From an optimization exercise on the open Yosys and OpenROAD flow, aimed at small area; shortcuts taken in it are not production practice.
The RTL was checked by simulation tests, not by an equivalence proof against the original design.
The clock port is modelled as an ideal driver, which makes a skipped or thinned clock tree look cheaper than it is; a real chip needs a root buffer or a tree.
No activity file was given, so power comes from the tool's default toggle rates.

==> zinc: inputs <==
// Player_Block_T
module Player_Block_T (
    input  logic        clk,
    input  logic        resetN,
    input  logic [10:0] pixelX,
    input  logic [10:0] pixelY,
    input  logic        startOfFrame,
    input  logic        up_key,
    input  logic        down_key,
    input  logic        left_key,
    input  logic        right_key,
    input  logic        column_collision,
    input  logic [1:0]  speed_level,
    input  logic        mode_sel,
    input  logic        game_on,
    input  logic        player_hit,
    input  logic        turbo_pulse,
    output logic [10:0] player_topLeftX,
    output logic [10:0] player_topLeftY,
    output logic        playerDR,
    output logic [7:0]  playerRGB,
    output logic        player_invulnerable
);
export LEC_CHECK = 0
export ABC_AREA = 1
export CAP_MARGIN = 20
export CORE_MARGIN = 2
export CORE_UTILIZATION = 65
export PLACE_DENSITY = 0.75
export SLEW_MARGIN = 20
create_clock -name core_clock -period 10.0 [get_ports {clk}]
standard.sh (not shown) runs the stock make flow with config.mk's settings and CLKGATE_MAP_FILE= SYNTH_SCRIPT=/design/flow/synth_recipe.tcl, a recipe that flattens the netlist after the stock synthesis.
==> flow/flow/run.sh <==
#!/bin/bash
# Layout flow: the standard synthesis; then an area-oriented re-mapping of the
# combinational logic only (every register instance is kept as synthesis made it);
# then the standard layout steps, with single-strength port buffers and a
# lighter clock tree (flow/cts_hook.tcl). Each tool's output goes to a log_*.log file here.
set -euo pipefail
HERE=$(pwd)
R=$HERE/orfs/results/sky130hd/Player_Block_T/base

# 1. standard synthesis, unchanged
bash standard.sh synth > log_1_standard_synth.log 2>&1
cp "$R/1_2_yosys.v" "$HERE/standard_1_2_yosys.v"

# 2. re-map the combinational logic for area (registers are black boxes here);
#    8 runs with different optimisation seeds, the smallest netlist is kept;
bash flow/remap.sh "$HERE/standard_1_2_yosys.v" "$HERE/remapped_r1.v" "$HERE/remap_r1" 8 120 \
    > log_2_remap_round1.log 2>&1
#    a second round starts from the first round's best netlist
bash flow/remap.sh "$HERE/remapped_r1.v" "$HERE/remapped_1_2_yosys.v" "$HERE/remap_r2" 8 60 \
    > log_2_remap_round2.log 2>&1
cp "$HERE/remapped_1_2_yosys.v" "$R/1_2_yosys.v"
touch "$R/1_2_yosys.v"

# 3. the rest of the standard layout
export BUFFER_PORTS_ARGS="-buffer_cell sky130_fd_sc_hd__buf_1"
export SKIP_REPAIR_TIE_FANOUT=1
export PRE_CTS_TCL="$HERE/flow/cts_hook.tcl"
export FLOW_CLK_K=4
export FLOW_CLK_SLEW_PS=105
bash standard.sh > log_3_standard_layout.log 2>&1
Other scripts of this flow, unchanged in this note and not shown: flow/flow/cts_hook.tcl, flow/flow/remap.abc, flow/flow/remap.sh, flow/flow/remap.ys
==> inputs of ember, as changes to zinc <==
GPL_TIMING_DRIVEN = 0   (was not set)
==> inputs of juniper, as changes to zinc <==
--- a/flow/flow/run.sh
+++ b/flow/flow/run.sh
@@ -14,8 +14,5 @@
 # 2. re-map the combinational logic for area (registers are black boxes here);
-#    8 runs with different optimisation seeds, the smallest netlist is kept;
-bash flow/remap.sh "$HERE/standard_1_2_yosys.v" "$HERE/remapped_r1.v" "$HERE/remap_r1" 8 120 \
-    > log_2_remap_round1.log 2>&1
-#    a second round starts from the first round's best netlist
-bash flow/remap.sh "$HERE/remapped_r1.v" "$HERE/remapped_1_2_yosys.v" "$HERE/remap_r2" 8 60 \
-    > log_2_remap_round2.log 2>&1
+#    8 runs with different optimisation seeds, the smallest netlist is kept
+bash flow/remap.sh "$HERE/standard_1_2_yosys.v" "$HERE/remapped_1_2_yosys.v" "$HERE/remap" 8 120 \
+    > log_2_remap.log 2>&1
 cp "$HERE/remapped_1_2_yosys.v" "$R/1_2_yosys.v"
@@ -25,3 +22,2 @@
 export BUFFER_PORTS_ARGS="-buffer_cell sky130_fd_sc_hd__buf_1"
-export SKIP_REPAIR_TIE_FANOUT=1
 export PRE_CTS_TCL="$HERE/flow/cts_hook.tcl"
ABC_AREA = not set   (was 1)
==> run summary <==
metric	ember	zinc	juniper
Crit path arrival time	6.27 ns	6.26 ns	5.69 ns
Post-route cell area	4550 sq um	4570 sq um	4580 sq um
Clock share of power	0.076	0.080	0.069
Total core area	6240 sq um	6280 sq um	6280 sq um
Met1 WL	4620 um	4910 um	4760 um
Min setup slack post-route	3.77 ns	3.80 ns	4.35 ns
Cell-internal power	0.000619 W	0.000631 W	0.000668 W
Fraction of standard cell area in multi-input logic	0.529	0.521	0.529
Result of the run	complete, no violations	complete, no violations	complete, no violations
Final Util	0.729	0.728	0.730
Vias in the first global route	4502	4750	4532
Overall routing resource usage	0.336	0.359	0.334
Non-filler cells, final	749	760	769
Share of power burned in combinational logic	0.609	0.617	0.638
Maximum number of pins on one net before global-route repair	26	31	31
Sequential share of power	0.316	0.303	0.293
DRT iter0 DRCs	436	605	443
Number of signal-net inverters in the final layout	92	107	100
No run of this note takes its clock network from TritonCTS; it comes from the design's own scripts or RTL.

---

==> inputs of 12-05 <==
Player_Block_T, a different RTL version from the one above (not shown whole).
clock: 10.0 ns
lec_check: 0
abc_area: 1
cap_margin: 20
core_margin: 2
core_utilization: 40
slew_margin: 20
synth_memory_max_bits: 65536
==> flow/flow/run.sh <==
#!/bin/bash
cp standard.sh standard_sh_copy.log
cp config.mk config_mk_copy.log
export BUFFER_PORTS_ARGS="-buffer_cell sky130_fd_sc_hd__buf_1"
export CTS_ARGS="-sink_clustering_enable -repair_clock_nets -buf_list sky130_fd_sc_hd__clkbuf_4 -dont_use_dummy_load"
bash standard.sh > standard.log 2>&1
==> 08-18: changes against 12-05 <==
==> flow/run.sh (new file) <==
#!/bin/bash
# synth_recipe.tcl (not shown) runs the flow's synth.tcl, then flattens the netlist and writes it again
# the make line also repeats each setting of config.mk as NAME=value (left out here)
make -C /OpenROAD-flow-scripts/flow DESIGN_CONFIG=/design/flow/config.mk WORK_HOME=/design/flow/orfs CLKGATE_MAP_FILE= SYNTH_SCRIPT=/design/flow/synth_recipe.tcl finish
removed: flow/flow/run.sh
removed: flow/standard.sh
==> notes <==
- The clock power of 08-18 is 2.5 times that of 12-05.
- In 08-18 the clock skew is lower than in 12-05, by 24 ps.
- Between 12-05 and 08-18, the lower first-iteration DRC count is in 08-18 (gap about 14%, measured against 08-18).
- Between 12-05 and 08-18, the lower design area is in 12-05 (gap 7.1%, measured against 08-18).
- Between 12-05 and 08-18, the lower worst setup slack is in 08-18 (gap 750 ps).
- Against 08-18, the cell count of 12-05 is lower by 0.33%.

[afterwards: timing with drivers on the ports]
The results above use ideal ports. As a check the final layouts listed here were re-extracted and re-timed, cells and wires unchanged.
Step 1 sets driving cells, clkbuf_16 on the clock port and buf_2 on the other inputs (assumed; they add their load-dependent delay and slew).
Step 2 adds t to the input delays and takes it off the output delays; t is the mean of the earliest and latest rising clock arrival at the registers after step 1. Input paths then give back, and output paths get back, about the clock's delay inside the block.
a / b / c = ideal / step 1 / step 2; a / b = the first two.
run | t (ns) | setup slack, ns | hold slack, ns | slew at the worst register clock pin (ns) | worst data-port slew with drivers (ns)
zinc | 0.216 | 3.804 / 3.847 / 3.631 | 0.491 / 0.491 / 0.491 | 0.11 / 0.11 | 0.05
ember | 0.216 | 3.774 / 3.815 / 3.599 | 0.497 / 0.497 / 0.497 | 0.11 / 0.11 | 0.04
juniper | 0.217 | 4.352 / 4.389 / 4.172 | 0.500 / 0.500 / 0.500 | 0.11 / 0.11 | 0.04
12-05 | 0.443 | 5.181 / 5.158 / 5.009 | 0.469 / 0.469 / 0.469 | 0.11 / 0.11 | 0.04
08-18 | 0.373 | 4.432 / 4.400 / 4.400 | 0.465 / 0.465 / 0.465 | 0.06 / 0.06 | 0.04
After both steps every run listed still meets setup and hold. For juniper, which loses most, drivers alone change the setup slack by +0.037 ns; drivers and shift together by -0.180 ns.
